Context: an optimization exercise on an open-source flow, tuned for small area, a short achievable clock period and few clock cycles per item. The choices shown serve that exercise and are no tape-out recipe. Where RTL was checked, it was by simulation tests only, not by an equivalence proof against the original. Function not checked in run 1: the RTL went through the layout flow alone.

==> flow/design.v (outline; a module is shown in full before it is edited, if it fits) <==
// module ahb_lite_fir_filter: 683 lines
module ahb_lite_fir_filter(
    input clk,
          n_rst,
    input logic hsel,
    input logic [3:0] haddr,
    input logic hsize,
    input logic [1:0] htrans,
    input logic hwrite,
    input logic [15:0] hwdata,
    output logic [15:0] hrdata,
    output logic hresp
);
  // ...
==> flow/flow/run.sh <==
#!/bin/bash
# The standard layout, with timing repair aimed at a setup slack margin
# (a shorter achieved period than the 12 ns constraint) and port buffers of a
# regular buffer cell. The clock and constraints are the standard flow's own.
set -euo pipefail
MARGIN=${MARGIN:-6.5}
bash standard.sh "SETUP_SLACK_MARGIN=$MARGIN" \
    "BUFFER_PORTS_ARGS=-buffer_cell sky130_fd_sc_hd__buf_2" finish > standard_flow.log 2>&1
==> flow/standard.sh <==
#!/bin/bash
# synth_recipe.tcl (not shown) runs the flow's synth.tcl, then flattens the netlist and writes it again
# the make line also repeats each setting of config.mk as NAME=value (left out here)
make -C /OpenROAD-flow-scripts/flow DESIGN_CONFIG=/design/flow/config.mk WORK_HOME=/design/flow/orfs CLKGATE_MAP_FILE= SYNTH_SCRIPT=/design/flow/synth_recipe.tcl "${@:-finish}"
==> flow/config.mk <==
export PLATFORM = sky130hd
export DESIGN_NAME = ahb_lite_fir_filter
export DESIGN_NICKNAME = ahb_lite_fir_filter
export VERILOG_FILES = /design/flow/design.v
export SDC_FILE = /design/flow/constraint.sdc
export NUM_CORES = 4
export LEC_CHECK = 0
export ABC_CLOCK_PERIOD_IN_PS = 5500
export CAP_MARGIN = 20
export CORE_MARGIN = 2
export CORE_UTILIZATION = 40
export SLEW_MARGIN = 20
==> flow/constraint.sdc <==
create_clock -name core_clock -period 12.0 [get_ports {clk}]
set_input_delay 2.4000 -clock core_clock [delete_from_list [all_inputs] [get_ports {clk}]]
set_output_delay 2.4000 -clock core_clock [all_outputs]
set_load 0.01 [all_outputs]
==> impl_metrics.ini, run 1 <==
[sta]
period_share_pct = 51.8
min_period_ns = 6.22
slew_viol_final = 0
worst_pin_slew_ns = 1.10

[final_layout]
nClkBuffers = 58
largestRegisters = ap x18, nb x18, res x17
finalNetCount = 2928
num-nonclk-inverters = 351
drive_above_1_share_pct = 24.2
design_area_um2 = 28500
fin_cells = 3359
sh_seq_area_pct = 28.0
fin_util_pct = 47.4
fillers = 5498

[die]
coreArea_um2 = 60100
tap_cells = 782

[logic_synthesis]
synth_fa_ha_area_share_pct = 25.3
synth_mux_area_share_pct = 10.5
yosysTopAreaCell = dfrtp_1
syn_inst = 2437
syn_area_per_cell_um2 = 9.96
async_reset_ff_share_pct = 83.5
synthTopCellsByCount = inv_1 (350), nand2_1 (301), dfrtp_1 (254)
synth_warnings = 1
synth_top_family_by_area = adder cells

[clocking]
cts_buffers = 39
hold_buffers = 0

[placed_design]
io_buffers = 43
dpl_cell_area_um2 = 25500
pre_cts_ws_ns = 5.20

[worst_setup_path]
critPathMaxStageDelay_ns = 0.54
critical_path.most_common_cell = inv_2
cp.required_ns = 12.48
crit_family = adder cells
worst_r2r_path_depth = 28

[detailed_routing]
antenna_left = 0
dr.first_iter.drc_count = 1371

[global_routing]
grt_pass1_wl_mm = 110
globalRouteMet1Util_pct = 29.2

[outcome]
status = complete, no violations
==> run 2, diff against run 1 <==
--- a/flow/design.v
+++ b/flow/design.v
@@ -30,7 +30,8 @@
     logic          k_t0, k_t2, k_t1, k_t3;  
     logic [15:0]   s1s, s1c;                
     logic          s1k;                     
-    logic [15-K:0] a2;                      
+    localparam int M = (18 - K) / 2;        
+    logic [M-1:0]  bo_neg, bo_one, bo_two;  
     logic [15:0]   b2;                      
     logic [17:0]   ap;                      
     logic [17:0]   nb;                      
@@ -58,6 +59,16 @@
         endcase
     end
     assign a1 = s1_hw ? hwdata : a1r;
+    logic [17-K:0] xb;
+    logic [M-1:0]  b1_neg, b1_one, b1_two;
+    assign xb = {1'b0, a1[15:K], 1'b0};
+    always_comb begin
+        for (int i = 0; i < M; i++) begin
+            b1_neg[i] = xb[2*i+2];
+            b1_one[i] = xb[2*i+1] ^ xb[2*i];
+            b1_two[i] = (xb[2*i+2] & ~xb[2*i+1] & ~xb[2*i]) | (~xb[2*i+2] & xb[2*i+1] & xb[2*i]);
+        end
+    end
     logic [15+K:0] m1_r0, m1_r1;
     logic m1_w1, m1_w2, m1_w3, m1_w4, m1_w5, m1_w6, m1_w7, m1_w8;
     logic m1_w9, m1_w10, m1_w11, m1_w12, m1_w13, m1_w14, m1_w15, m1_w16;
@@ -319,271 +330,188 @@
     logic m2_w121, m2_w122, m2_w123, m2_w124, m2_w125, m2_w126, m2_w127, m2_w128;
     logic m2_w129, m2_w130, m2_w131, m2_w132, m2_w133, m2_w134, m2_w135, m2_w136;
     logic m2_w137, m2_w138, m2_w139, m2_w140, m2_w141, m2_w142, m2_w143, m2_w144;
-    logic m2_w145, m2_w146, m2_w147, m2_w148, m2_w149, m2_w150, m2_w151, m2_w152;
-    logic m2_w153, m2_w154, m2_w155, m2_w156, m2_w157, m2_w158, m2_w159, m2_w160;
-    logic m2_w161, m2_w162, m2_w163, m2_w164, m2_w165, m2_w166, m2_w167, m2_w168;
-    logic m2_w169, m2_w170, m2_w171, m2_w172, m2_w173, m2_w174, m2_w175, m2_w176;
-    logic m2_w177, m2_w178, m2_w179, m2_w180, m2_w181, m2_w182, m2_w183, m2_w184;
-    logic m2_w185, m2_w186, m2_w187, m2_w188, m2_w189, m2_w190, m2_w191, m2_w192;
-    logic m2_w193, m2_w194, m2_w195, m2_w196, m2_w197, m2_w198, m2_w199, m2_w200;
-    logic m2_w201, m2_w202, m2_w203, m2_w204, m2_w205, m2_w206, m2_w207, m2_w208;
-    logic m2_w209, m2_w210, m2_w211, m2_w212, m2_w213, m2_w214, m2_w215, m2_w216;
-    logic m2_w217, m2_w218, m2_w219, m2_w220, m2_w221, m2_w222, m2_w223, m2_w224;
-    assign m2_w1 = (a2[0] & b2[4]) ^ (a2[1] & b2[3]);
-    assign m2_w2 = (a2[0] & b2[4]) & (a2[1] & b2[3]);
-    assign m2_w3 = (a2[0] & b2[5]) ^ (a2[1] & b2[4]) ^ (a2[2] & b2[3]);
-    assign m2_w4 = ((a2[0] & b2[5]) & (a2[1] & b2[4])) | ((a2[2] & b2[3]) & ((a2[0] & b2[5]) ^ (a2[1] & b2[4])));
-    assign m2_w5 = (a2[3] & b2[2]) ^ (a2[4] & b2[1]);
-    assign m2_w6 = (a2[3] & b2[2]) & (a2[4] & b2[1]);
-    assign m2_w7 = (a2[0] & b2[6]) ^ (a2[1] & b2[5]) ^ (a2[2] & b2[4]);
-    assign m2_w8 = ((a2[0] & b2[6]) & (a2[1] & b2[5])) | ((a2[2] & b2[4]) & ((a2[0] & b2[6]) ^ (a2[1] & b2[5])));
-    assign m2_w9 = (a2[3] & b2[3]) ^ (a2[4] & b2[2]) ^ (a2[5] & b2[1]);
-    assign m2_w10 = ((a2[3] & b2[3]) & (a2[4] & b2[2])) | ((a2[5] & b2[1]) & ((a2[3] & b2[3]) ^ (a2[4] & b2[2])));
-    assign m2_w11 = (a2[6] & b2[0]) ^ s1s[6];
-    assign m2_w12 = (a2[6] & b2[0]) & s1s[6];
-    assign m2_w13 = (a2[0] & b2[7]) ^ (a2[1] & b2[6]) ^ (a2[2] & b2[5]);
-    assign m2_w14 = ((a2[0] & b2[7]) & (a2[1] & b2[6])) | ((a2[2] & b2[5]) & ((a2[0] & b2[7]) ^ (a2[1] & b2[6])));
-    assign m2_w15 = (a2[3] & b2[4]) ^ (a2[4] & b2[3]) ^ (a2[5] & b2[2]);
-    assign m2_w16 = ((a2[3] & b2[4]) & (a2[4] & b2[3])) | ((a2[5] & b2[2]) & ((a2[3] & b2[4]) ^ (a2[4] & b2[3])));
-    assign m2_w17 = (a2[6] & b2[1]) ^ s1s[7] ^ s1c[7];
-    assign m2_w18 = ((a2[6] & b2[1]) & s1s[7]) | (s1c[7] & ((a2[6] & b2[1]) ^ s1s[7]));
-    assign m2_w19 = (a2[0] & b2[8]) ^ (a2[1] & b2[7]) ^ (a2[2] & b2[6]);
-    assign m2_w20 = ((a2[0] & b2[8]) & (a2[1] & b2[7])) | ((a2[2] & b2[6]) & ((a2[0] & b2[8]) ^ (a2[1] & b2[7])));
-    assign m2_w21 = (a2[3] & b2[5]) ^ (a2[4] & b2[4]) ^ (a2[5] & b2[3]);
-    assign m2_w22 = ((a2[3] & b2[5]) & (a2[4] & b2[4])) | ((a2[5] & b2[3]) & ((a2[3] & b2[5]) ^ (a2[4] & b2[4])));
-    assign m2_w23 = (a2[6] & b2[2]) ^ s1s[8] ^ s1c[8];
-    assign m2_w24 = ((a2[6] & b2[2]) & s1s[8]) | (s1c[8] & ((a2[6] & b2[2]) ^ s1s[8]));
-    assign m2_w25 = (a2[0] & b2[9]) ^ (a2[1] & b2[8]) ^ (a2[2] & b2[7]);
-    assign m2_w26 = ((a2[0] & b2[9]) & (a2[1] & b2[8])) | ((a2[2] & b2[7]) & ((a2[0] & b2[9]) ^ (a2[1] & b2[8])));
-    assign m2_w27 = (a2[3] & b2[6]) ^ (a2[4] & b2[5]) ^ (a2[5] & b2[4]);
-    assign m2_w28 = ((a2[3] & b2[6]) & (a2[4] & b2[5])) | ((a2[5] & b2[4]) & ((a2[3] & b2[6]) ^ (a2[4] & b2[5])));
-    assign m2_w29 = (a2[6] & b2[3]) ^ s1s[9] ^ s1c[9];
-    assign m2_w30 = ((a2[6] & b2[3]) & s1s[9]) | (s1c[9] & ((a2[6] & b2[3]) ^ s1s[9]));
-    assign m2_w31 = (a2[0] & b2[10]) ^ (a2[1] & b2[9]) ^ (a2[2] & b2[8]);
-    assign m2_w32 = ((a2[0] & b2[10]) & (a2[1] & b2[9])) | ((a2[2] & b2[8]) & ((a2[0] & b2[10]) ^ (a2[1] & b2[9])));
-    assign m2_w33 = (a2[3] & b2[7]) ^ (a2[4] & b2[6]) ^ (a2[5] & b2[5]);
-    assign m2_w34 = ((a2[3] & b2[7]) & (a2[4] & b2[6])) | ((a2[5] & b2[5]) & ((a2[3] & b2[7]) ^ (a2[4] & b2[6])));
-    assign m2_w35 = (a2[6] & b2[4]) ^ s1s[10] ^ s1c[10];
-    assign m2_w36 = ((a2[6] & b2[4]) & s1s[10]) | (s1c[10] & ((a2[6] & b2[4]) ^ s1s[10]));
-    assign m2_w37 = (a2[0] & b2[11]) ^ (a2[1] & b2[10]) ^ (a2[2] & b2[9]);
-    assign m2_w38 = ((a2[0] & b2[11]) & (a2[1] & b2[10])) | ((a2[2] & b2[9]) & ((a2[0] & b2[11]) ^ (a2[1] & b2[10])));
-    assign m2_w39 = (a2[3] & b2[8]) ^ (a2[4] & b2[7]) ^ (a2[5] & b2[6]);
-    assign m2_w40 = ((a2[3] & b2[8]) & (a2[4] & b2[7])) | ((a2[5] & b2[6]) & ((a2[3] & b2[8]) ^ (a2[4] & b2[7])));
-    assign m2_w41 = (a2[6] & b2[5]) ^ s1s[11] ^ s1c[11];
-    assign m2_w42 = ((a2[6] & b2[5]) & s1s[11]) | (s1c[11] & ((a2[6] & b2[5]) ^ s1s[11]));
-    assign m2_w43 = (a2[0] & b2[12]) ^ (a2[1] & b2[11]) ^ (a2[2] & b2[10]);
-    assign m2_w44 = ((a2[0] & b2[12]) & (a2[1] & b2[11])) | ((a2[2] & b2[10]) & ((a2[0] & b2[12]) ^ (a2[1] & b2[11])));
-    assign m2_w45 = (a2[3] & b2[9]) ^ (a2[4] & b2[8]) ^ (a2[5] & b2[7]);
-    assign m2_w46 = ((a2[3] & b2[9]) & (a2[4] & b2[8])) | ((a2[5] & b2[7]) & ((a2[3] & b2[9]) ^ (a2[4] & b2[8])));
-    assign m2_w47 = (a2[6] & b2[6]) ^ s1s[12] ^ s1c[12];
-    assign m2_w48 = ((a2[6] & b2[6]) & s1s[12]) | (s1c[12] & ((a2[6] & b2[6]) ^ s1s[12]));
-    assign m2_w49 = (a2[0] & b2[13]) ^ (a2[1] & b2[12]) ^ (a2[2] & b2[11]);
-    assign m2_w50 = ((a2[0] & b2[13]) & (a2[1] & b2[12])) | ((a2[2] & b2[11]) & ((a2[0] & b2[13]) ^ (a2[1] & b2[12])));
-    assign m2_w51 = (a2[3] & b2[10]) ^ (a2[4] & b2[9]) ^ (a2[5] & b2[8]);
-    assign m2_w52 = ((a2[3] & b2[10]) & (a2[4] & b2[9])) | ((a2[5] & b2[8]) & ((a2[3] & b2[10]) ^ (a2[4] & b2[9])));
-    assign m2_w53 = (a2[6] & b2[7]) ^ s1s[13] ^ s1c[13];
-    assign m2_w54 = ((a2[6] & b2[7]) & s1s[13]) | (s1c[13] & ((a2[6] & b2[7]) ^ s1s[13]));
-    assign m2_w55 = (a2[0] & b2[14]) ^ (a2[1] & b2[13]) ^ (a2[2] & b2[12]);
-    assign m2_w56 = ((a2[0] & b2[14]) & (a2[1] & b2[13])) | ((a2[2] & b2[12]) & ((a2[0] & b2[14]) ^ (a2[1] & b2[13])));
-    assign m2_w57 = (a2[3] & b2[11]) ^ (a2[4] & b2[10]) ^ (a2[5] & b2[9]);
-    assign m2_w58 = ((a2[3] & b2[11]) & (a2[4] & b2[10])) | ((a2[5] & b2[9]) & ((a2[3] & b2[11]) ^ (a2[4] & b2[10])));
-    assign m2_w59 = (a2[6] & b2[8]) ^ s1s[14] ^ s1c[14];
-    assign m2_w60 = ((a2[6] & b2[8]) & s1s[14]) | (s1c[14] & ((a2[6] & b2[8]) ^ s1s[14]));
-    assign m2_w61 = (a2[0] & b2[15]) ^ (a2[1] & b2[14]) ^ (a2[2] & b2[13]);
-    assign m2_w62 = ((a2[0] & b2[15]) & (a2[1] & b2[14])) | ((a2[2] & b2[13]) & ((a2[0] & b2[15]) ^ (a2[1] & b2[14])));
-    assign m2_w63 = (a2[3] & b2[12]) ^ (a2[4] & b2[11]) ^ (a2[5] & b2[10]);
-    assign m2_w64 = ((a2[3] & b2[12]) & (a2[4] & b2[11])) | ((a2[5] & b2[10]) & ((a2[3] & b2[12]) ^ (a2[4] & b2[11])));
-    assign m2_w65 = (a2[6] & b2[9]) ^ s1s[15] ^ s1c[15];
-    assign m2_w66 = ((a2[6] & b2[9]) & s1s[15]) | (s1c[15] & ((a2[6] & b2[9]) ^ s1s[15]));
-    assign m2_w67 = (a2[1] & b2[15]) ^ (a2[2] & b2[14]) ^ (a2[3] & b2[13]);
-    assign m2_w68 = ((a2[1] & b2[15]) & (a2[2] & b2[14])) | ((a2[3] & b2[13]) & ((a2[1] & b2[15]) ^ (a2[2] & b2[14])));
-    assign m2_w69 = (a2[4] & b2[12]) ^ (a2[5] & b2[11]);
-    assign m2_w70 = (a2[4] & b2[12]) & (a2[5] & b2[11]);
-    assign m2_w71 = (a2[2] & b2[15]) ^ (a2[3] & b2[14]);
-    assign m2_w72 = (a2[2] & b2[15]) & (a2[3] & b2[14]);
-    assign m2_w73 = (a2[0] & b2[2]) ^ (a2[1] & b2[1]);
-    assign m2_w74 = (a2[0] & b2[2]) & (a2[1] & b2[1]);
-    assign m2_w75 = (a2[0] & b2[3]) ^ (a2[1] & b2[2]) ^ (a2[2] & b2[1]);
-    assign m2_w76 = ((a2[0] & b2[3]) & (a2[1] & b2[2])) | ((a2[2] & b2[1]) & ((a2[0] & b2[3]) ^ (a2[1] & b2[2])));
-    assign m2_w77 = (a2[3] & b2[0]) ^ s1s[3];
-    assign m2_w78 = (a2[3] & b2[0]) & s1s[3];
-    assign m2_w79 = (a2[2] & b2[2]) ^ (a2[3] & b2[1]) ^ (a2[4] & b2[0]);
-    assign m2_w80 = ((a2[2] & b2[2]) & (a2[3] & b2[1])) | ((a2[4] & b2[0]) & ((a2[2] & b2[2]) ^ (a2[3] & b2[1])));
-    assign m2_w81 = s1s[4] ^ s1c[4] ^ m2_w1;
-    assign m2_w82 = (s1s[4] & s1c[4]) | (m2_w1 & (s1s[4] ^ s1c[4]));
-    assign m2_w83 = (a2[5] & b2[0]) ^ s1s[5] ^ s1c[5];
-    assign m2_w84 = ((a2[5] & b2[0]) & s1s[5]) | (s1c[5] & ((a2[5] & b2[0]) ^ s1s[5]));
-    assign m2_w85 = m2_w2 ^ m2_w5 ^ m2_w3;
-    assign m2_w86 = (m2_w2 & m2_w5) | (m2_w3 & (m2_w2 ^ m2_w5));
-    assign m2_w87 = s1c[6] ^ m2_w6 ^ m2_w11;
-    assign m2_w88 = (s1c[6] & m2_w6) | (m2_w11 & (s1c[6] ^ m2_w6));
-    assign m2_w89 = m2_w4 ^ m2_w7 ^ m2_w9;
-    assign m2_w90 = (m2_w4 & m2_w7) | (m2_w9 & (m2_w4 ^ m2_w7));
-    assign m2_w91 = m2_w12 ^ m2_w8 ^ m2_w10;
-    assign m2_w92 = (m2_w12 & m2_w8) | (m2_w10 & (m2_w12 ^ m2_w8));
-    assign m2_w93 = m2_w13 ^ m2_w15 ^ m2_w17;
-    assign m2_w94 = (m2_w13 & m2_w15) | (m2_w17 & (m2_w13 ^ m2_w15));
-    assign m2_w95 = m2_w14 ^ m2_w16 ^ m2_w18;
-    assign m2_w96 = (m2_w14 & m2_w16) | (m2_w18 & (m2_w14 ^ m2_w16));
-    assign m2_w97 = m2_w19 ^ m2_w21 ^ m2_w23;
-    assign m2_w98 = (m2_w19 & m2_w21) | (m2_w23 & (m2_w19 ^ m2_w21));
-    assign m2_w99 = m2_w20 ^ m2_w22 ^ m2_w24;
-    assign m2_w100 = (m2_w20 & m2_w22) | (m2_w24 & (m2_w20 ^ m2_w22));
-    assign m2_w101 = m2_w25 ^ m2_w27 ^ m2_w29;
-    assign m2_w102 = (m2_w25 & m2_w27) | (m2_w29 & (m2_w25 ^ m2_w27));
-    assign m2_w103 = m2_w26 ^ m2_w28 ^ m2_w30;
-    assign m2_w104 = (m2_w26 & m2_w28) | (m2_w30 & (m2_w26 ^ m2_w28));
-    assign m2_w105 = m2_w31 ^ m2_w33 ^ m2_w35;
-    assign m2_w106 = (m2_w31 & m2_w33) | (m2_w35 & (m2_w31 ^ m2_w33));
-    assign m2_w107 = m2_w32 ^ m2_w34 ^ m2_w36;
-    assign m2_w108 = (m2_w32 & m2_w34) | (m2_w36 & (m2_w32 ^ m2_w34));
-    assign m2_w109 = m2_w37 ^ m2_w39 ^ m2_w41;
-    assign m2_w110 = (m2_w37 & m2_w39) | (m2_w41 & (m2_w37 ^ m2_w39));
-    assign m2_w111 = m2_w38 ^ m2_w40 ^ m2_w42;
-    assign m2_w112 = (m2_w38 & m2_w40) | (m2_w42 & (m2_w38 ^ m2_w40));
-    assign m2_w113 = m2_w43 ^ m2_w45 ^ m2_w47;
-    assign m2_w114 = (m2_w43 & m2_w45) | (m2_w47 & (m2_w43 ^ m2_w45));
-    assign m2_w115 = m2_w44 ^ m2_w46 ^ m2_w48;
-    assign m2_w116 = (m2_w44 & m2_w46) | (m2_w48 & (m2_w44 ^ m2_w46));
-    assign m2_w117 = m2_w49 ^ m2_w51 ^ m2_w53;
-    assign m2_w118 = (m2_w49 & m2_w51) | (m2_w53 & (m2_w49 ^ m2_w51));
-    assign m2_w119 = m2_w50 ^ m2_w52 ^ m2_w54;
-    assign m2_w120 = (m2_w50 & m2_w52) | (m2_w54 & (m2_w50 ^ m2_w52));
-    assign m2_w121 = m2_w55 ^ m2_w57 ^ m2_w59;
-    assign m2_w122 = (m2_w55 & m2_w57) | (m2_w59 & (m2_w55 ^ m2_w57));
-    assign m2_w123 = m2_w56 ^ m2_w58 ^ m2_w60;
-    assign m2_w124 = (m2_w56 & m2_w58) | (m2_w60 & (m2_w56 ^ m2_w58));
-    assign m2_w125 = m2_w61 ^ m2_w63 ^ m2_w65;
-    assign m2_w126 = (m2_w61 & m2_w63) | (m2_w65 & (m2_w61 ^ m2_w63));
-    assign m2_w127 = (a2[6] & b2[10]) ^ m2_w69 ^ m2_w62;
-    assign m2_w128 = ((a2[6] & b2[10]) & m2_w69) | (m2_w62 & ((a2[6] & b2[10]) ^ m2_w69));
-    assign m2_w129 = m2_w64 ^ m2_w66 ^ m2_w67;
-    assign m2_w130 = (m2_w64 & m2_w66) | (m2_w67 & (m2_w64 ^ m2_w66));
-    assign m2_w131 = (a2[4] & b2[13]) ^ (a2[5] & b2[12]) ^ (a2[6] & b2[11]);
-    assign m2_w132 = ((a2[4] & b2[13]) & (a2[5] & b2[12])) | ((a2[6] & b2[11]) & ((a2[4] & b2[13]) ^ (a2[5] & b2[12])));
-    assign m2_w133 = m2_w70 ^ m2_w71 ^ m2_w68;
-    assign m2_w134 = (m2_w70 & m2_w71) | (m2_w68 & (m2_w70 ^ m2_w71));
-    assign m2_w135 = (a2[3] & b2[15]) ^ (a2[4] & b2[14]) ^ (a2[5] & b2[13]);
-    assign m2_w136 = ((a2[3] & b2[15]) & (a2[4] & b2[14])) | ((a2[5] & b2[13]) & ((a2[3] & b2[15]) ^ (a2[4] & b2[14])));
-    assign m2_w137 = (a2[6] & b2[12]) ^ m2_w72;
-    assign m2_w138 = (a2[6] & b2[12]) & m2_w72;
-    assign m2_w139 = (a2[4] & b2[15]) ^ (a2[5] & b2[14]);
-    assign m2_w140 = (a2[4] & b2[15]) & (a2[5] & b2[14]);
-    assign m2_w141 = (a2[0] & b2[1]) ^ (a2[1] & b2[0]);
-    assign m2_w142 = (a2[0] & b2[1]) & (a2[1] & b2[0]);
-    assign m2_w143 = (a2[2] & b2[0]) ^ s1s[2] ^ s1c[2];
-    assign m2_w144 = ((a2[2] & b2[0]) & s1s[2]) | (s1c[2] & ((a2[2] & b2[0]) ^ s1s[2]));
-    assign m2_w145 = s1c[3] ^ m2_w74 ^ m2_w77;
-    assign m2_w146 = (s1c[3] & m2_w74) | (m2_w77 & (s1c[3] ^ m2_w74));
-    assign m2_w147 = m2_w78 ^ m2_w76 ^ m2_w79;
-    assign m2_w148 = (m2_w78 & m2_w76) | (m2_w79 & (m2_w78 ^ m2_w76));
-    assign m2_w149 = m2_w80 ^ m2_w83 ^ m2_w82;
-    assign m2_w150 = (m2_w80 & m2_w83) | (m2_w82 & (m2_w80 ^ m2_w83));
-    assign m2_w151 = m2_w84 ^ m2_w87 ^ m2_w86;
-    assign m2_w152 = (m2_w84 & m2_w87) | (m2_w86 & (m2_w84 ^ m2_w87));
-    assign m2_w153 = m2_w88 ^ m2_w90 ^ m2_w91;
-    assign m2_w154 = (m2_w88 & m2_w90) | (m2_w91 & (m2_w88 ^ m2_w90));
-    assign m2_w155 = m2_w92 ^ m2_w94 ^ m2_w95;
-    assign m2_w156 = (m2_w92 & m2_w94) | (m2_w95 & (m2_w92 ^ m2_w94));
-    assign m2_w157 = m2_w96 ^ m2_w98 ^ m2_w99;
-    assign m2_w158 = (m2_w96 & m2_w98) | (m2_w99 & (m2_w96 ^ m2_w98));
-    assign m2_w159 = m2_w100 ^ m2_w102 ^ m2_w103;
-    assign m2_w160 = (m2_w100 & m2_w102) | (m2_w103 & (m2_w100 ^ m2_w102));
-    assign m2_w161 = m2_w104 ^ m2_w106 ^ m2_w107;
-    assign m2_w162 = (m2_w104 & m2_w106) | (m2_w107 & (m2_w104 ^ m2_w106));
-    assign m2_w163 = m2_w108 ^ m2_w110 ^ m2_w111;
-    assign m2_w164 = (m2_w108 & m2_w110) | (m2_w111 & (m2_w108 ^ m2_w110));
-    assign m2_w165 = m2_w112 ^ m2_w114 ^ m2_w115;
-    assign m2_w166 = (m2_w112 & m2_w114) | (m2_w115 & (m2_w112 ^ m2_w114));
-    assign m2_w167 = m2_w116 ^ m2_w118 ^ m2_w119;
-    assign m2_w168 = (m2_w116 & m2_w118) | (m2_w119 & (m2_w116 ^ m2_w118));
-    assign m2_w169 = m2_w120 ^ m2_w122 ^ m2_w123;
-    assign m2_w170 = (m2_w120 & m2_w122) | (m2_w123 & (m2_w120 ^ m2_w122));
-    assign m2_w171 = m2_w124 ^ m2_w126 ^ m2_w127;
-    assign m2_w172 = (m2_w124 & m2_w126) | (m2_w127 & (m2_w124 ^ m2_w126));
-    assign m2_w173 = m2_w131 ^ m2_w128 ^ m2_w130;
-    assign m2_w174 = (m2_w131 & m2_w128) | (m2_w130 & (m2_w131 ^ m2_w128));
-    assign m2_w175 = m2_w132 ^ m2_w135 ^ m2_w137;
-    assign m2_w176 = (m2_w132 & m2_w135) | (m2_w137 & (m2_w132 ^ m2_w135));
-    assign m2_w177 = (a2[6] & b2[13]) ^ m2_w139 ^ m2_w136;
-    assign m2_w178 = ((a2[6] & b2[13]) & m2_w139) | (m2_w136 & ((a2[6] & b2[13]) ^ m2_w139));
-    assign m2_w179 = (a2[5] & b2[15]) ^ (a2[6] & b2[14]);
-    assign m2_w180 = (a2[5] & b2[15]) & (a2[6] & b2[14]);
-    assign m2_w181 = (a2[0] & b2[0]) ^ s1s[0];
-    assign m2_w182 = (a2[0] & b2[0]) & s1s[0];
-    assign m2_w183 = s1s[1] ^ s1c[1] ^ m2_w141;
-    assign m2_w184 = (s1s[1] & s1c[1]) | (m2_w141 & (s1s[1] ^ s1c[1]));
-    assign m2_w185 = m2_w142 ^ m2_w73 ^ m2_w143;
-    assign m2_w186 = (m2_w142 & m2_w73) | (m2_w143 & (m2_w142 ^ m2_w73));
-    assign m2_w187 = m2_w144 ^ m2_w75 ^ m2_w145;
-    assign m2_w188 = (m2_w144 & m2_w75) | (m2_w145 & (m2_w144 ^ m2_w75));
-    assign m2_w189 = m2_w146 ^ m2_w81 ^ m2_w147;
-    assign m2_w190 = (m2_w146 & m2_w81) | (m2_w147 & (m2_w146 ^ m2_w81));
-    assign m2_w191 = m2_w148 ^ m2_w85 ^ m2_w149;
-    assign m2_w192 = (m2_w148 & m2_w85) | (m2_w149 & (m2_w148 ^ m2_w85));
-    assign m2_w193 = m2_w89 ^ m2_w150 ^ m2_w151;
-    assign m2_w194 = (m2_w89 & m2_w150) | (m2_w151 & (m2_w89 ^ m2_w150));
-    assign m2_w195 = m2_w93 ^ m2_w152 ^ m2_w153;
-    assign m2_w196 = (m2_w93 & m2_w152) | (m2_w153 & (m2_w93 ^ m2_w152));
-    assign m2_w197 = m2_w97 ^ m2_w154 ^ m2_w155;
-    assign m2_w198 = (m2_w97 & m2_w154) | (m2_w155 & (m2_w97 ^ m2_w154));
-    assign m2_w199 = m2_w101 ^ m2_w156 ^ m2_w157;
-    assign m2_w200 = (m2_w101 & m2_w156) | (m2_w157 & (m2_w101 ^ m2_w156));
-    assign m2_w201 = m2_w105 ^ m2_w158 ^ m2_w159;
-    assign m2_w202 = (m2_w105 & m2_w158) | (m2_w159 & (m2_w105 ^ m2_w158));
-    assign m2_w203 = m2_w109 ^ m2_w160 ^ m2_w161;
-    assign m2_w204 = (m2_w109 & m2_w160) | (m2_w161 & (m2_w109 ^ m2_w160));
-    assign m2_w205 = m2_w113 ^ m2_w162 ^ m2_w163;
-    assign m2_w206 = (m2_w113 & m2_w162) | (m2_w163 & (m2_w113 ^ m2_w162));
-    assign m2_w207 = m2_w117 ^ m2_w164 ^ m2_w165;
-    assign m2_w208 = (m2_w117 & m2_w164) | (m2_w165 & (m2_w117 ^ m2_w164));
-    assign m2_w209 = m2_w121 ^ m2_w166 ^ m2_w167;
-    assign m2_w210 = (m2_w121 & m2_w166) | (m2_w167 & (m2_w121 ^ m2_w166));
-    assign m2_w211 = m2_w125 ^ m2_w168 ^ m2_w169;
-    assign m2_w212 = (m2_w125 & m2_w168) | (m2_w169 & (m2_w125 ^ m2_w168));
-    assign m2_w213 = m2_w129 ^ m2_w170 ^ m2_w171;
-    assign m2_w214 = (m2_w129 & m2_w170) | (m2_w171 & (m2_w129 ^ m2_w170));
-    assign m2_w215 = m2_w133 ^ m2_w172 ^ m2_w173;
-    assign m2_w216 = (m2_w133 & m2_w172) | (m2_w173 & (m2_w133 ^ m2_w172));
-    assign m2_w217 = m2_w134 ^ m2_w175 ^ m2_w174;
-    assign m2_w218 = (m2_w134 & m2_w175) | (m2_w174 & (m2_w134 ^ m2_w175));
-    assign m2_w219 = m2_w138 ^ m2_w177 ^ m2_w176;
-    assign m2_w220 = (m2_w138 & m2_w177) | (m2_w176 & (m2_w138 ^ m2_w177));
-    assign m2_w221 = m2_w179 ^ m2_w140 ^ m2_w178;
-    assign m2_w222 = (m2_w179 & m2_w140) | (m2_w178 & (m2_w179 ^ m2_w140));
-    assign m2_w223 = (a2[6] & b2[15]) ^ m2_w180;
-    assign m2_w224 = (a2[6] & b2[15]) & m2_w180;
-    assign m2_r0 = {m2_w224, m2_w223, m2_w221, m2_w219, m2_w216, m2_w214, m2_w212, m2_w210, m2_w208, m2_w206, m2_w204, m2_w202, m2_w200, m2_w198, m2_w196, m2_w194, m2_w192, m2_w190, m2_w188, m2_w186, m2_w184, m2_w182, s1c[0]};
-    assign m2_r1 = {1'b0, m2_w222, m2_w220, m2_w218, m2_w217, m2_w215, m2_w213, m2_w211, m2_w209, m2_w207, m2_w205, m2_w203, m2_w201, m2_w199, m2_w197, m2_w195, m2_w193, m2_w191, m2_w189, m2_w187, m2_w185, m2_w183, m2_w181};
-    logic [31-K:0] r;
-    logic          w;
-    assign r = m2_r0 + m2_r1 + {{(31-K){1'b0}}, s1k};
-    assign w = r[31-K];
-    logic [17:0]   nb_x, ap_y, v1, v2, u1, u2;
-    logic [17+L:0] z1, z2;
-    logic          sub;
+    logic m2_w145, m2_w146;
+    assign m2_w1 = bo_neg[1] ^ s1s[2];
+    assign m2_w2 = bo_neg[1] & s1s[2];
+    assign m2_w3 = s1s[3] ^ s1c[3];
+    assign m2_w4 = s1s[3] & s1c[3];
+    assign m2_w5 = bo_neg[2] ^ s1s[4] ^ s1c[4];
+    assign m2_w6 = (bo_neg[2] & s1s[4]) | (s1c[4] & (bo_neg[2] ^ s1s[4]));
+    assign m2_w7 = (((bo_one[0] & b2[4]) | (bo_two[0] & b2[3])) ^ bo_neg[0]) ^ (((bo_one[1] & b2[2]) | (bo_two[1] & b2[1])) ^ bo_neg[1]);
+    assign m2_w8 = (((bo_one[0] & b2[4]) | (bo_two[0] & b2[3])) ^ bo_neg[0]) & (((bo_one[1] & b2[2]) | (bo_two[1] & b2[1])) ^ bo_neg[1]);
+    assign m2_w9 = s1s[5] ^ s1c[5] ^ (((bo_one[0] & b2[5]) | (bo_two[0] & b2[4])) ^ bo_neg[0]);
+    assign m2_w10 = (s1s[5] & s1c[5]) | ((((bo_one[0] & b2[5]) | (bo_two[0] & b2[4])) ^ bo_neg[0]) & (s1s[5] ^ s1c[5]));
+    assign m2_w11 = (((bo_one[1] & b2[3]) | (bo_two[1] & b2[2])) ^ bo_neg[1]) ^ (((bo_one[2] & b2[1]) | (bo_two[2] & b2[0])) ^ bo_neg[2]);
+    assign m2_w12 = (((bo_one[1] & b2[3]) | (bo_two[1] & b2[2])) ^ bo_neg[1]) & (((bo_one[2] & b2[1]) | (bo_two[2] & b2[0])) ^ bo_neg[2]);
+    assign m2_w13 = s1s[6] ^ s1c[6] ^ (((bo_one[0] & b2[6]) | (bo_two[0] & b2[5])) ^ bo_neg[0]);
+    assign m2_w14 = (s1s[6] & s1c[6]) | ((((bo_one[0] & b2[6]) | (bo_two[0] & b2[5])) ^ bo_neg[0]) & (s1s[6] ^ s1c[6]));
+    assign m2_w15 = (((bo_one[1] & b2[4]) | (bo_two[1] & b2[3])) ^ bo_neg[1]) ^ (((bo_one[2] & b2[2]) | (bo_two[2] & b2[1])) ^ bo_neg[2]) ^ ((bo_one[3] & b2[0]));
+    assign m2_w16 = ((((bo_one[1] & b2[4]) | (bo_two[1] & b2[3])) ^ bo_neg[1]) & (((bo_one[2] & b2[2]) | (bo_two[2] & b2[1])) ^ bo_neg[2])) | (((bo_one[3] & b2[0])) & ((((bo_one[1] & b2[4]) | (bo_two[1] & b2[3])) ^ bo_neg[1]) ^ (((bo_one[2] & b2[2]) | (bo_two[2] & b2[1])) ^ bo_neg[2])));
+    assign m2_w17 = s1s[7] ^ s1c[7] ^ (((bo_one[0] & b2[7]) | (bo_two[0] & b2[6])) ^ bo_neg[0]);
+    assign m2_w18 = (s1s[7] & s1c[7]) | ((((bo_one[0] & b2[7]) | (bo_two[0] & b2[6])) ^ bo_neg[0]) & (s1s[7] ^ s1c[7]));
+    assign m2_w19 = (((bo_one[1] & b2[5]) | (bo_two[1] & b2[4])) ^ bo_neg[1]) ^ (((bo_one[2] & b2[3]) | (bo_two[2] & b2[2])) ^ bo_neg[2]) ^ ((bo_one[3] & b2[1]) | (bo_two[3] & b2[0]));
+    assign m2_w20 = ((((bo_one[1] & b2[5]) | (bo_two[1] & b2[4])) ^ bo_neg[1]) & (((bo_one[2] & b2[3]) | (bo_two[2] & b2[2])) ^ bo_neg[2])) | (((bo_one[3] & b2[1]) | (bo_two[3] & b2[0])) & ((((bo_one[1] & b2[5]) | (bo_two[1] & b2[4])) ^ bo_neg[1]) ^ (((bo_one[2] & b2[3]) | (bo_two[2] & b2[2])) ^ bo_neg[2])));
+    assign m2_w21 = s1s[8] ^ s1c[8] ^ (((bo_one[0] & b2[8]) | (bo_two[0] & b2[7])) ^ bo_neg[0]);
+    assign m2_w22 = (s1s[8] & s1c[8]) | ((((bo_one[0] & b2[8]) | (bo_two[0] & b2[7])) ^ bo_neg[0]) & (s1s[8] ^ s1c[8]));
+    assign m2_w23 = (((bo_one[1] & b2[6]) | (bo_two[1] & b2[5])) ^ bo_neg[1]) ^ (((bo_one[2] & b2[4]) | (bo_two[2] & b2[3])) ^ bo_neg[2]) ^ ((bo_one[3] & b2[2]) | (bo_two[3] & b2[1]));
+    assign m2_w24 = ((((bo_one[1] & b2[6]) | (bo_two[1] & b2[5])) ^ bo_neg[1]) & (((bo_one[2] & b2[4]) | (bo_two[2] & b2[3])) ^ bo_neg[2])) | (((bo_one[3] & b2[2]) | (bo_two[3] & b2[1])) & ((((bo_one[1] & b2[6]) | (bo_two[1] & b2[5])) ^ bo_neg[1]) ^ (((bo_one[2] & b2[4]) | (bo_two[2] & b2[3])) ^ bo_neg[2])));
+    assign m2_w25 = s1s[9] ^ s1c[9] ^ (((bo_one[0] & b2[9]) | (bo_two[0] & b2[8])) ^ bo_neg[0]);
+    assign m2_w26 = (s1s[9] & s1c[9]) | ((((bo_one[0] & b2[9]) | (bo_two[0] & b2[8])) ^ bo_neg[0]) & (s1s[9] ^ s1c[9]));
+    assign m2_w27 = (((bo_one[1] & b2[7]) | (bo_two[1] & b2[6])) ^ bo_neg[1]) ^ (((bo_one[2] & b2[5]) | (bo_two[2] & b2[4])) ^ bo_neg[2]) ^ ((bo_one[3] & b2[3]) | (bo_two[3] & b2[2]));
+    assign m2_w28 = ((((bo_one[1] & b2[7]) | (bo_two[1] & b2[6])) ^ bo_neg[1]) & (((bo_one[2] & b2[5]) | (bo_two[2] & b2[4])) ^ bo_neg[2])) | (((bo_one[3] & b2[3]) | (bo_two[3] & b2[2])) & ((((bo_one[1] & b2[7]) | (bo_two[1] & b2[6])) ^ bo_neg[1]) ^ (((bo_one[2] & b2[5]) | (bo_two[2] & b2[4])) ^ bo_neg[2])));
+    assign m2_w29 = s1s[10] ^ s1c[10] ^ (((bo_one[0] & b2[10]) | (bo_two[0] & b2[9])) ^ bo_neg[0]);
+    assign m2_w30 = (s1s[10] & s1c[10]) | ((((bo_one[0] & b2[10]) | (bo_two[0] & b2[9])) ^ bo_neg[0]) & (s1s[10] ^ s1c[10]));
+    assign m2_w31 = (((bo_one[1] & b2[8]) | (bo_two[1] & b2[7])) ^ bo_neg[1]) ^ (((bo_one[2] & b2[6]) | (bo_two[2] & b2[5])) ^ bo_neg[2]) ^ ((bo_one[3] & b2[4]) | (bo_two[3] & b2[3]));
+    assign m2_w32 = ((((bo_one[1] & b2[8]) | (bo_two[1] & b2[7])) ^ bo_neg[1]) & (((bo_one[2] & b2[6]) | (bo_two[2] & b2[5])) ^ bo_neg[2])) | (((bo_one[3] & b2[4]) | (bo_two[3] & b2[3])) & ((((bo_one[1] & b2[8]) | (bo_two[1] & b2[7])) ^ bo_neg[1]) ^ (((bo_one[2] & b2[6]) | (bo_two[2] & b2[5])) ^ bo_neg[2])));
+    assign m2_w33 = s1s[11] ^ s1c[11] ^ (((bo_one[0] & b2[11]) | (bo_two[0] & b2[10])) ^ bo_neg[0]);
+    assign m2_w34 = (s1s[11] & s1c[11]) | ((((bo_one[0] & b2[11]) | (bo_two[0] & b2[10])) ^ bo_neg[0]) & (s1s[11] ^ s1c[11]));
+    assign m2_w35 = (((bo_one[1] & b2[9]) | (bo_two[1] & b2[8])) ^ bo_neg[1]) ^ (((bo_one[2] & b2[7]) | (bo_two[2] & b2[6])) ^ bo_neg[2]) ^ ((bo_one[3] & b2[5]) | (bo_two[3] & b2[4]));
+    assign m2_w36 = ((((bo_one[1] & b2[9]) | (bo_two[1] & b2[8])) ^ bo_neg[1]) & (((bo_one[2] & b2[7]) | (bo_two[2] & b2[6])) ^ bo_neg[2])) | (((bo_one[3] & b2[5]) | (bo_two[3] & b2[4])) & ((((bo_one[1] & b2[9]) | (bo_two[1] & b2[8])) ^ bo_neg[1]) ^ (((bo_one[2] & b2[7]) | (bo_two[2] & b2[6])) ^ bo_neg[2])));
+    assign m2_w37 = s1s[12] ^ s1c[12] ^ (((bo_one[0] & b2[12]) | (bo_two[0] & b2[11])) ^ bo_neg[0]);
+    assign m2_w38 = (s1s[12] & s1c[12]) | ((((bo_one[0] & b2[12]) | (bo_two[0] & b2[11])) ^ bo_neg[0]) & (s1s[12] ^ s1c[12]));
+    assign m2_w39 = (((bo_one[1] & b2[10]) | (bo_two[1] & b2[9])) ^ bo_neg[1]) ^ (((bo_one[2] & b2[8]) | (bo_two[2] & b2[7])) ^ bo_neg[2]) ^ ((bo_one[3] & b2[6]) | (bo_two[3] & b2[5]));
+    assign m2_w40 = ((((bo_one[1] & b2[10]) | (bo_two[1] & b2[9])) ^ bo_neg[1]) & (((bo_one[2] & b2[8]) | (bo_two[2] & b2[7])) ^ bo_neg[2])) | (((bo_one[3] & b2[6]) | (bo_two[3] & b2[5])) & ((((bo_one[1] & b2[10]) | (bo_two[1] & b2[9])) ^ bo_neg[1]) ^ (((bo_one[2] & b2[8]) | (bo_two[2] & b2[7])) ^ bo_neg[2])));
+    assign m2_w41 = s1s[13] ^ s1c[13] ^ (((bo_one[0] & b2[13]) | (bo_two[0] & b2[12])) ^ bo_neg[0]);
+    assign m2_w42 = (s1s[13] & s1c[13]) | ((((bo_one[0] & b2[13]) | (bo_two[0] & b2[12])) ^ bo_neg[0]) & (s1s[13] ^ s1c[13]));
+    assign m2_w43 = (((bo_one[1] & b2[11]) | (bo_two[1] & b2[10])) ^ bo_neg[1]) ^ (((bo_one[2] & b2[9]) | (bo_two[2] & b2[8])) ^ bo_neg[2]) ^ ((bo_one[3] & b2[7]) | (bo_two[3] & b2[6]));
+    assign m2_w44 = ((((bo_one[1] & b2[11]) | (bo_two[1] & b2[10])) ^ bo_neg[1]) & (((bo_one[2] & b2[9]) | (bo_two[2] & b2[8])) ^ bo_neg[2])) | (((bo_one[3] & b2[7]) | (bo_two[3] & b2[6])) & ((((bo_one[1] & b2[11]) | (bo_two[1] & b2[10])) ^ bo_neg[1]) ^ (((bo_one[2] & b2[9]) | (bo_two[2] & b2[8])) ^ bo_neg[2])));
+    assign m2_w45 = s1s[14] ^ s1c[14] ^ (((bo_one[0] & b2[14]) | (bo_two[0] & b2[13])) ^ bo_neg[0]);
+    assign m2_w46 = (s1s[14] & s1c[14]) | ((((bo_one[0] & b2[14]) | (bo_two[0] & b2[13])) ^ bo_neg[0]) & (s1s[14] ^ s1c[14]));
+    assign m2_w47 = (((bo_one[1] & b2[12]) | (bo_two[1] & b2[11])) ^ bo_neg[1]) ^ (((bo_one[2] & b2[10]) | (bo_two[2] & b2[9])) ^ bo_neg[2]) ^ ((bo_one[3] & b2[8]) | (bo_two[3] & b2[7]));
+    assign m2_w48 = ((((bo_one[1] & b2[12]) | (bo_two[1] & b2[11])) ^ bo_neg[1]) & (((bo_one[2] & b2[10]) | (bo_two[2] & b2[9])) ^ bo_neg[2])) | (((bo_one[3] & b2[8]) | (bo_two[3] & b2[7])) & ((((bo_one[1] & b2[12]) | (bo_two[1] & b2[11])) ^ bo_neg[1]) ^ (((bo_one[2] & b2[10]) | (bo_two[2] & b2[9])) ^ bo_neg[2])));
+    assign m2_w49 = s1s[15] ^ s1c[15] ^ (((bo_one[0] & b2[15]) | (bo_two[0] & b2[14])) ^ bo_neg[0]);
+    assign m2_w50 = (s1s[15] & s1c[15]) | ((((bo_one[0] & b2[15]) | (bo_two[0] & b2[14])) ^ bo_neg[0]) & (s1s[15] ^ s1c[15]));
+    assign m2_w51 = (((bo_one[1] & b2[13]) | (bo_two[1] & b2[12])) ^ bo_neg[1]) ^ (((bo_one[2] & b2[11]) | (bo_two[2] & b2[10])) ^ bo_neg[2]) ^ ((bo_one[3] & b2[9]) | (bo_two[3] & b2[8]));
+    assign m2_w52 = ((((bo_one[1] & b2[13]) | (bo_two[1] & b2[12])) ^ bo_neg[1]) & (((bo_one[2] & b2[11]) | (bo_two[2] & b2[10])) ^ bo_neg[2])) | (((bo_one[3] & b2[9]) | (bo_two[3] & b2[8])) & ((((bo_one[1] & b2[13]) | (bo_two[1] & b2[12])) ^ bo_neg[1]) ^ (((bo_one[2] & b2[11]) | (bo_two[2] & b2[10])) ^ bo_neg[2])));
+    assign m2_w53 = (((bo_two[0] & b2[15])) ^ bo_neg[0]) ^ (((bo_one[1] & b2[14]) | (bo_two[1] & b2[13])) ^ bo_neg[1]) ^ (((bo_one[2] & b2[12]) | (bo_two[2] & b2[11])) ^ bo_neg[2]);
+    assign m2_w54 = ((((bo_two[0] & b2[15])) ^ bo_neg[0]) & (((bo_one[1] & b2[14]) | (bo_two[1] & b2[13])) ^ bo_neg[1])) | ((((bo_one[2] & b2[12]) | (bo_two[2] & b2[11])) ^ bo_neg[2]) & ((((bo_two[0] & b2[15])) ^ bo_neg[0]) ^ (((bo_one[1] & b2[14]) | (bo_two[1] & b2[13])) ^ bo_neg[1])));
+    assign m2_w55 = 1'b1 ^ ~bo_neg[0] ^ (((bo_one[1] & b2[15]) | (bo_two[1] & b2[14])) ^ bo_neg[1]);
+    assign m2_w56 = (1'b1 & ~bo_neg[0]) | ((((bo_one[1] & b2[15]) | (bo_two[1] & b2[14])) ^ bo_neg[1]) & (1'b1 ^ ~bo_neg[0]));
+    assign m2_w57 = 1'b1 ^ (((bo_two[1] & b2[15])) ^ bo_neg[1]);
+    assign m2_w58 = 1'b1 & (((bo_two[1] & b2[15])) ^ bo_neg[1]);
+    assign m2_w59 = bo_neg[0] ^ s1s[0];
+    assign m2_w60 = bo_neg[0] & s1s[0];
+    assign m2_w61 = s1s[1] ^ s1c[1];
+    assign m2_w62 = s1s[1] & s1c[1];
+    assign m2_w63 = s1c[2] ^ m2_w1 ^ (((bo_one[0] & b2[2]) | (bo_two[0] & b2[1])) ^ bo_neg[0]);
+    assign m2_w64 = (s1c[2] & m2_w1) | ((((bo_one[0] & b2[2]) | (bo_two[0] & b2[1])) ^ bo_neg[0]) & (s1c[2] ^ m2_w1));
+    assign m2_w65 = m2_w2 ^ m2_w3 ^ (((bo_one[0] & b2[3]) | (bo_two[0] & b2[2])) ^ bo_neg[0]);
+    assign m2_w66 = (m2_w2 & m2_w3) | ((((bo_one[0] & b2[3]) | (bo_two[0] & b2[2])) ^ bo_neg[0]) & (m2_w2 ^ m2_w3));
+    assign m2_w67 = m2_w4 ^ (((bo_one[2] & b2[0])) ^ bo_neg[2]) ^ m2_w5;
+    assign m2_w68 = (m2_w4 & (((bo_one[2] & b2[0])) ^ bo_neg[2])) | (m2_w5 & (m2_w4 ^ (((bo_one[2] & b2[0])) ^ bo_neg[2])));
+    assign m2_w69 = m2_w6 ^ m2_w8 ^ m2_w11;
+    assign m2_w70 = (m2_w6 & m2_w8) | (m2_w11 & (m2_w6 ^ m2_w8));
+    assign m2_w71 = m2_w12 ^ m2_w10 ^ m2_w13;
+    assign m2_w72 = (m2_w12 & m2_w10) | (m2_w13 & (m2_w12 ^ m2_w10));
+    assign m2_w73 = m2_w14 ^ m2_w16 ^ m2_w17;
+    assign m2_w74 = (m2_w14 & m2_w16) | (m2_w17 & (m2_w14 ^ m2_w16));
+    assign m2_w75 = m2_w18 ^ m2_w20 ^ m2_w21;
+    assign m2_w76 = (m2_w18 & m2_w20) | (m2_w21 & (m2_w18 ^ m2_w20));
+    assign m2_w77 = m2_w22 ^ m2_w24 ^ m2_w25;
+    assign m2_w78 = (m2_w22 & m2_w24) | (m2_w25 & (m2_w22 ^ m2_w24));
+    assign m2_w79 = m2_w26 ^ m2_w28 ^ m2_w29;
+    assign m2_w80 = (m2_w26 & m2_w28) | (m2_w29 & (m2_w26 ^ m2_w28));
+    assign m2_w81 = m2_w30 ^ m2_w32 ^ m2_w33;
+    assign m2_w82 = (m2_w30 & m2_w32) | (m2_w33 & (m2_w30 ^ m2_w32));
+    assign m2_w83 = m2_w34 ^ m2_w36 ^ m2_w37;
+    assign m2_w84 = (m2_w34 & m2_w36) | (m2_w37 & (m2_w34 ^ m2_w36));
+    assign m2_w85 = m2_w38 ^ m2_w40 ^ m2_w41;
+    assign m2_w86 = (m2_w38 & m2_w40) | (m2_w41 & (m2_w38 ^ m2_w40));
+    assign m2_w87 = m2_w42 ^ m2_w44 ^ m2_w45;
+    assign m2_w88 = (m2_w42 & m2_w44) | (m2_w45 & (m2_w42 ^ m2_w44));
+    assign m2_w89 = m2_w46 ^ m2_w48 ^ m2_w49;
+    assign m2_w90 = (m2_w46 & m2_w48) | (m2_w49 & (m2_w46 ^ m2_w48));
+    assign m2_w91 = ((bo_one[3] & b2[10]) | (bo_two[3] & b2[9])) ^ m2_w50 ^ m2_w52;
+    assign m2_w92 = (((bo_one[3] & b2[10]) | (bo_two[3] & b2[9])) & m2_w50) | (m2_w52 & (((bo_one[3] & b2[10]) | (bo_two[3] & b2[9])) ^ m2_w50));
+    assign m2_w93 = (((bo_one[2] & b2[13]) | (bo_two[2] & b2[12])) ^ bo_neg[2]) ^ ((bo_one[3] & b2[11]) | (bo_two[3] & b2[10])) ^ m2_w54;
+    assign m2_w94 = ((((bo_one[2] & b2[13]) | (bo_two[2] & b2[12])) ^ bo_neg[2]) & ((bo_one[3] & b2[11]) | (bo_two[3] & b2[10]))) | (m2_w54 & ((((bo_one[2] & b2[13]) | (bo_two[2] & b2[12])) ^ bo_neg[2]) ^ ((bo_one[3] & b2[11]) | (bo_two[3] & b2[10]))));
+    assign m2_w95 = (((bo_one[2] & b2[14]) | (bo_two[2] & b2[13])) ^ bo_neg[2]) ^ ((bo_one[3] & b2[12]) | (bo_two[3] & b2[11])) ^ m2_w57;
+    assign m2_w96 = ((((bo_one[2] & b2[14]) | (bo_two[2] & b2[13])) ^ bo_neg[2]) & ((bo_one[3] & b2[12]) | (bo_two[3] & b2[11]))) | (m2_w57 & ((((bo_one[2] & b2[14]) | (bo_two[2] & b2[13])) ^ bo_neg[2]) ^ ((bo_one[3] & b2[12]) | (bo_two[3] & b2[11]))));
+    assign m2_w97 = ~bo_neg[1] ^ (((bo_one[2] & b2[15]) | (bo_two[2] & b2[14])) ^ bo_neg[2]) ^ ((bo_one[3] & b2[13]) | (bo_two[3] & b2[12]));
+    assign m2_w98 = (~bo_neg[1] & (((bo_one[2] & b2[15]) | (bo_two[2] & b2[14])) ^ bo_neg[2])) | (((bo_one[3] & b2[13]) | (bo_two[3] & b2[12])) & (~bo_neg[1] ^ (((bo_one[2] & b2[15]) | (bo_two[2] & b2[14])) ^ bo_neg[2])));
+    assign m2_w99 = 1'b1 ^ (((bo_two[2] & b2[15])) ^ bo_neg[2]);
+    assign m2_w100 = 1'b1 & (((bo_two[2] & b2[15])) ^ bo_neg[2]);
+    assign m2_w101 = s1c[0] ^ m2_w59;
+    assign m2_w102 = s1c[0] & m2_w59;
+    assign m2_w103 = m2_w60 ^ m2_w61 ^ (((bo_one[0] & b2[1]) | (bo_two[0] & b2[0])) ^ bo_neg[0]);
+    assign m2_w104 = (m2_w60 & m2_w61) | ((((bo_one[0] & b2[1]) | (bo_two[0] & b2[0])) ^ bo_neg[0]) & (m2_w60 ^ m2_w61));
+    assign m2_w105 = m2_w62 ^ (((bo_one[1] & b2[0])) ^ bo_neg[1]) ^ m2_w63;
+    assign m2_w106 = (m2_w62 & (((bo_one[1] & b2[0])) ^ bo_neg[1])) | (m2_w63 & (m2_w62 ^ (((bo_one[1] & b2[0])) ^ bo_neg[1])));
+    assign m2_w107 = (((bo_one[1] & b2[1]) | (bo_two[1] & b2[0])) ^ bo_neg[1]) ^ m2_w64 ^ m2_w65;
+    assign m2_w108 = ((((bo_one[1] & b2[1]) | (bo_two[1] & b2[0])) ^ bo_neg[1]) & m2_w64) | (m2_w65 & ((((bo_one[1] & b2[1]) | (bo_two[1] & b2[0])) ^ bo_neg[1]) ^ m2_w64));
+    assign m2_w109 = m2_w7 ^ m2_w66 ^ m2_w67;
+    assign m2_w110 = (m2_w7 & m2_w66) | (m2_w67 & (m2_w7 ^ m2_w66));
+    assign m2_w111 = m2_w9 ^ m2_w68 ^ m2_w69;
+    assign m2_w112 = (m2_w9 & m2_w68) | (m2_w69 & (m2_w9 ^ m2_w68));
+    assign m2_w113 = m2_w15 ^ m2_w70 ^ m2_w71;
+    assign m2_w114 = (m2_w15 & m2_w70) | (m2_w71 & (m2_w15 ^ m2_w70));
+    assign m2_w115 = m2_w19 ^ m2_w72 ^ m2_w73;
+    assign m2_w116 = (m2_w19 & m2_w72) | (m2_w73 & (m2_w19 ^ m2_w72));
+    assign m2_w117 = m2_w23 ^ m2_w74 ^ m2_w75;
+    assign m2_w118 = (m2_w23 & m2_w74) | (m2_w75 & (m2_w23 ^ m2_w74));
+    assign m2_w119 = m2_w27 ^ m2_w76 ^ m2_w77;
+    assign m2_w120 = (m2_w27 & m2_w76) | (m2_w77 & (m2_w27 ^ m2_w76));
+    assign m2_w121 = m2_w31 ^ m2_w78 ^ m2_w79;
+    assign m2_w122 = (m2_w31 & m2_w78) | (m2_w79 & (m2_w31 ^ m2_w78));
+    assign m2_w123 = m2_w35 ^ m2_w80 ^ m2_w81;
+    assign m2_w124 = (m2_w35 & m2_w80) | (m2_w81 & (m2_w35 ^ m2_w80));
+    assign m2_w125 = m2_w39 ^ m2_w82 ^ m2_w83;
+    assign m2_w126 = (m2_w39 & m2_w82) | (m2_w83 & (m2_w39 ^ m2_w82));
+    assign m2_w127 = m2_w43 ^ m2_w84 ^ m2_w85;
+    assign m2_w128 = (m2_w43 & m2_w84) | (m2_w85 & (m2_w43 ^ m2_w84));
+    assign m2_w129 = m2_w47 ^ m2_w86 ^ m2_w87;
+    assign m2_w130 = (m2_w47 & m2_w86) | (m2_w87 & (m2_w47 ^ m2_w86));
+    assign m2_w131 = m2_w51 ^ m2_w88 ^ m2_w89;
+    assign m2_w132 = (m2_w51 & m2_w88) | (m2_w89 & (m2_w51 ^ m2_w88));
+    assign m2_w133 = m2_w53 ^ m2_w91 ^ m2_w90;
+    assign m2_w134 = (m2_w53 & m2_w91) | (m2_w90 & (m2_w53 ^ m2_w91));
+    assign m2_w135 = m2_w55 ^ m2_w92 ^ m2_w93;
+    assign m2_w136 = (m2_w55 & m2_w92) | (m2_w93 & (m2_w55 ^ m2_w92));
+    assign m2_w137 = m2_w56 ^ m2_w94 ^ m2_w95;
+    assign m2_w138 = (m2_w56 & m2_w94) | (m2_w95 & (m2_w56 ^ m2_w94));
+    assign m2_w139 = m2_w58 ^ m2_w97 ^ m2_w96;
+    assign m2_w140 = (m2_w58 & m2_w97) | (m2_w96 & (m2_w58 ^ m2_w97));
+    assign m2_w141 = ((bo_one[3] & b2[14]) | (bo_two[3] & b2[13])) ^ m2_w99 ^ m2_w98;
+    assign m2_w142 = (((bo_one[3] & b2[14]) | (bo_two[3] & b2[13])) & m2_w99) | (m2_w98 & (((bo_one[3] & b2[14]) | (bo_two[3] & b2[13])) ^ m2_w99));
+    assign m2_w143 = ~bo_neg[2] ^ ((bo_one[3] & b2[15]) | (bo_two[3] & b2[14])) ^ m2_w100;
+    assign m2_w144 = (~bo_neg[2] & ((bo_one[3] & b2[15]) | (bo_two[3] & b2[14]))) | (m2_w100 & (~bo_neg[2] ^ ((bo_one[3] & b2[15]) | (bo_two[3] & b2[14]))));
+    assign m2_w145 = 1'b1 ^ ((bo_two[3] & b2[15]));
+    assign m2_w146 = 1'b1 & ((bo_two[3] & b2[15]));
+    assign m2_r0 = {m2_w145, m2_w142, m2_w141, m2_w138, m2_w136, m2_w134, m2_w132, m2_w130, m2_w128, m2_w126, m2_w124, m2_w122, m2_w120, m2_w118, m2_w116, m2_w114, m2_w112, m2_w110, m2_w108, m2_w106, m2_w104, m2_w102, (((bo_one[0] & b2[0])) ^ bo_neg[0])};
+    assign m2_r1 = {m2_w144, m2_w143, m2_w140, m2_w139, m2_w137, m2_w135, m2_w133, m2_w131, m2_w129, m2_w127, m2_w125, m2_w123, m2_w121, m2_w119, m2_w117, m2_w115, m2_w113, m2_w111, m2_w109, m2_w107, m2_w105, m2_w103, m2_w101};
+    logic [L:0]  m2_lo;
+    logic [15:0] s16, c16;
+    logic        c_lo;
+    assign m2_lo = {1'b0, m2_r0[L-1:0]} + {1'b0, m2_r1[L-1:0]} + {{L{1'b0}}, s1k};
+    assign c_lo  = m2_lo[L];
+    assign s16   = m2_r0[L+15:L];
+    assign c16   = m2_r1[L+15:L];
+    logic [16:0] wsum;
+    logic        w;                         
+    assign wsum  = {1'b0, s16} + {1'b0, c16} + {16'd0, c_lo};
+    assign w     = wsum[16];
+    logic [17:0] nb_x, ap_y, s18, c18, v1, v2, u1, u2;
+    logic        sub;
     assign sub  = k_t1 | k_t3;
     assign nb_x = k_t2 ? 18'h3FFFF : nb;
     assign ap_y = k_t2 ? 18'd1 : ap;
-    assign z1   = {nb_x ^ {18{sub}}, {L{1'b0}}} + m2_r0 + m2_r1 + {{(17+L){1'b0}}, s1k};
-    assign z2   = {~ap_y, {L{1'b1}}} + m2_r0 + m2_r1 + {{(17+L){1'b0}}, s1k} + {{(17+L){1'b0}}, 1'b1};
-    assign v1   = z1[17+L:L];
-    assign v2   = z2[17+L:L];
-    assign u1   = sub ? {~v1[17:16] + {1'b0, w}, ~v1[15:0]} : {v1[17:16] - {1'b0, w}, v1[15:0]};
+    assign s18  = {2'b00, s16} ^ {18{sub}};
+    assign c18  = {2'b00, c16} ^ {18{sub}};
+    assign v1   = nb_x + s18 + c18 + {17'd0, sub} + {17'd0, c_lo ^ sub};    
+    assign v2   = {2'b00, s16} + {2'b00, c16} + {17'd0, c_lo} + ~ap_y + 18'd1;   
+    assign u1   = {v1[17:16] + (sub ? {1'b0, w} : -{1'b0, w}), v1[15:0]};
     assign u2   = {v2[17:16] - {1'b0, w}, v2[15:0]};
     logic err_new;
-    assign err_new = (v1[17] & ~(v1[16] ^ w)) | ((v2[17] ^ v2[16]) & ~(v2[17] ^ w));
+    assign err_new = (w ? (v2[17:16] == 2'b10) : (v2[17:16] == 2'b01)) |
+                     (w ? (v1[17:16] == 2'b11) : (v1[17:16] == 2'b10));
     logic busy, err_bit;
     assign busy    = wr_pend | samp_pend | r14[0];
     assign err_bit = k_t0 ? err_new : err;
     logic [15:0] mag, pdata, rdata;
-    logic        st_hw, st_b1;
     assign mag = res[16] ? (~res[15:0] + 16'd1) : res[15:0];
-    assign st_hw = rd_req & (haddr[3:1] == 3'd0) & hsize;
-    assign st_b1 = rd_req & (haddr == 4'd1) & ~hsize;
     always_comb begin
         case (haddr[3:1])
-            3'd0:    pdata = {15'd0, busy};
+            3'd0:    pdata = {7'd0, err_bit, 7'd0, busy};
             3'd1:    pdata = mag;
             3'd2:    pdata = smp;
             3'd3:    pdata = c0;
@@ -592,20 +520,18 @@
             3'd6:    pdata = c3;
             default: pdata = {r15, r14};
         endcase
-        if (!rd_req)
-            rdata = 16'd0;
-        else if (hsize)
+        if (hsize)
             rdata = pdata;
         else
             rdata = {8'd0, haddr[0] ? pdata[15:8] : pdata[7:0]};
-        rdata[8] = rdata[8] | (st_hw & err_bit);
-        rdata[0] = rdata[0] | (st_b1 & err_bit);
     end
     always_ff @(posedge clk) begin
         s1s <= m1_r0[15+K:K];
         s1c <= m1_r1[15+K:K];
         s1k <= m1_lo[K];
-        a2  <= a1[15:K];
+        bo_neg <= b1_neg;
+        bo_one <= b1_one;
+        bo_two <= b1_two;
         b2  <= b1;
     end
     always_ff @(posedge clk, negedge n_rst) begin
@@ -637,7 +563,7 @@
             res       <= 17'd0;
             err       <= 1'b0;
         end else begin
-            hrdata  <= rdata;
+            hrdata  <= rd_req ? rdata : 16'd0;
             wr_pend <= wr_req;
             wr_pair <= haddr[3:1];
             if (wr_smp) begin
==> flow/flow/run.sh (replaced) <==
#!/bin/bash
# The standard layout (its synthesis script, registers unchanged), with:
#  - adders mapped by ABC like the rest of the logic (no fixed full/half-adder cells),
#  - timing repair aimed at a setup slack margin (a shorter achieved period than
#    the 12 ns constraint), and
#  - port buffers of a regular buffer cell.
# The clock and constraints are the standard flow's own.
set -euo pipefail
MARGIN=${MARGIN:-6.5}
bash standard.sh "ADDER_MAP_FILE=" "SETUP_SLACK_MARGIN=$MARGIN" \
    "BUFFER_PORTS_ARGS=-buffer_cell sky130_fd_sc_hd__buf_2" finish > standard_flow.log 2>&1
==> run 2 against run 1 <==
Against the previous run: still clean; die area grew 4.3%; critical path depth shrank 23; sequential cell count up 4; sequential share of layout area is 0.54 points higher; register-to-register slack improved by 0.87 ns; maximum frequency up 8.9%; clock skew rose by 0.011 ns; final area decreased by 1.1%; critical endpoint is now hresp; highest routed layer unchanged.
==> impl_metrics.ini, run 2 <==
[worst_setup_path]
crit_family = simple AND/OR/NAND/NOR gates
slowest_stage = or3_4
cp-start-kind = input port
critPathMaxStageDelay_ns = 0.39
crit_chain = buf_6 > nand3b_1 > or3_4 > a21boi_2 > buf_2
r2r_slack_ns = 6.65
path_class = in -> out
path_buf_inv = 2
worstPathArrival_ns = 3.31
cp.required_ns = 9.60
path_max_fanout = 2
end_kind = output port

[sta]
fmax_ghz = 0.175
skew_ns = 0.0266
worst_pin_slew_ns = 1.00
fin_ws_ns = 6.29
tns_ns = 0
relSlewSlack_pct = 32.9
min_period_ns = 5.71
holdWs_ns = 0.457
slew_viol_final = 0
period_share_pct = 47.6
rsz0062_at_grt = yes
setup_viol = 0
hold_viol = 0

[logic_synthesis]
synth_ff_type = dfrtp_1
syn_inst = 2808
synth_seq_area_share_pct = 31.6
yosysTopAreaCell = dfrtp_1
synthTopCellsByCount = nand2_1 (520), xnor2_1 (305), dfrtp_1 (254)
synth_edf_count = 0
async_reset_ff_share_pct = 82.5
syn_area_per_cell_um2 = 9.02
synth.cell_area_um2 = 25300
synth_warnings = 1
synth_most_common_cell = nand2_1
ys_seq_elements = 331
syn_nets = 2835
synth.top_cell.area_share_pct = 25.1
synth_area_leaders = dfrtp_1 (25%), xnor2_1 (11%), nand2_1 (7.7%)
yosysUniqueCellTypes = 98

[global_routing]
antenna_found_initial = 4
overflow = 0
grt_max_degree = 81
grt_pass1_wl_mm = 115
grt_pass1_vias = 20400
grt_use_total_pct = 21.9

[run]
maxCapViolations = 0

[clocking]
cts_buffers = 38
clock_latency_ns = 0.57
hold_buffers = 0
clkTransAtPathRegs_ns = 0.06
cts_sinks = 331
cts_root_buffer = clkbuf_16
cts_tree = done
cts_buffer_depth = 3
h-tree-depth = 2

[detailed_routing]
antenna_left = 0
viasPerCell = 5.63
wl_mm = 73.8
wl_per_cell_um = 20.1
drc = 0
firstDrtPassIters = 6
via_count = 20700
dr.first_iter.drc_count = 1481

[placed_design]
pre_cts_ws_ns = 5.77
dp_hpwl_mm = 52.7
io_buffers = 43
gp_congestion = 0.943

[die]
start_util_pct = 40.3
dieHeight_um = 256
coreArea_um2 = 62900
ios = 44
dieArea_um2 = 65400
die_x_um = 256
rows = 92

[final_layout]
final_common_cell = nand2_1
finalNetCount = 2820
drive_above_1_share_pct = 18.0
syn2layout_area_growth_pct = 11.3
final_cell_mix = nand2_1 (519), xnor2_1 (289), dfrtp_1 (252), nor2_1 (172), mux2_2 (142)
largestRegisters = ap x18, nb x18, res x17

[outcome]
status = complete, no violations

[hold_path]
holdCritPathClass = reg -> reg
## run 2: changes by cell type in the layout (fill, tap and decap cells not counted), sizes merged, moves of 69 or more
cell   delta
buf      -69
nand2   +219
maj3    +153
xnor2   +257
ha      -120
inv     -310
fa      -231
xor2    +119
## run 2: worst min-delay path, stage by stage, from the launching register on
cell	delay [ns]
dfrtp_1	0.33
nand2_1	0.05
nand2_1	0.05
## run 2: layout make-up
type | instances | area [um^2]
fillers | 6102 | 34600
multi-input cells | 2282 | 16900
flip-flops and latches | 331 | 8060
clock buffers | 51 | 1070
well taps | 846 | 1060
repair buffers | 95 | 762
inverters | 45 | 175
clock inverters | 17 | 168
diodes | 1 | 2.50
## run 2: worst paths after layout
| path | start | endpoint | cells after the start |
|---|---|---|---|
| max | htrans[0] | hresp | 5 |
| min | ap[12]$_DFFE_PN0P_ | ap[12]$_DFFE_PN0P_ | 2 |
| max reg2reg | bo_one[3]$_DFF_P_ | hrdata[0]$_DFF_PN0_ | 18 |
| min reg2reg | ap[12]$_DFFE_PN0P_ | ap[12]$_DFFE_PN0P_ | 2 |
| min in group asynchronous | n_rst | ap[1]$_DFFE_PN0P_ | 1 |
| max in group asynchronous | n_rst | f2[3]$_DFFE_PN0P_ | 2 |
## run 2: cell families after synthesis
group	share of synthesized area (%)
and+or+nand+nor	16.1
AOI/OAI and AO/OA	13.6
xor gates and xnor gates	19.1
DFF	31.6
muxes	9.96
buffers and inverters	3.44
adders and majority gates	6.19
## run 2: layer usage
layer	up-vias	share of wire [%]	track usage, %
met5	-	0.038	0
met4	4	2.3	6.21
met3	107	4.8	2.49
met2	571	48	37.2
met1	10200	45	29.3
li1	9743	-	-
## run 2: timing repair
action | 4_1_cts | 5_1_grt
resized for setup | 52 | 62
endpoints found under the setup margin | 27 | 17
buffers inserted | 8 | 13
pin swaps | 1 | 13
gates cloned | 3 | 2
## run 2: metrics by stage
| stage | cell area [um^2] | cells | util [%] |
|---|---|---|---|
| floorplan | 25400 | 2808 | - |
| global placement | 26200 | 3573 | 41.6 |
| detailed placement | 26200 | 3573 | 41.6 |
| CTS | 27800 | 3652 | 44.2 |
| global route | 28200 | 3668 | 44.9 |
| finish | 28200 | 3668 | 44.9 |
Testbench counts of run 2, summed over its fixed seeds: cycles 2,064, samples 512.

-- separate check: timing with driven ports --
No port has a modelled driver above. Below, the same layouts with a new extraction and two added sets of constraints. Step 1 assumes that a clkbuf_16 drives the clock port and a buf_2 every other input. Step 2 times the ports against the registers' clock, not the clock port: input delays grow and output delays shrink by t, the midpoint of the rising clock arrivals with the driver on. Three values: no drivers, after step 1, after step 2; two values: the first two.
run	t, ns	slack for setup (ns)
run 1	0.625	5.785 / 5.785 / 5.785
run 2	0.615	6.291 / 6.258 / 6.077
After both steps every run listed still meets setup and hold.
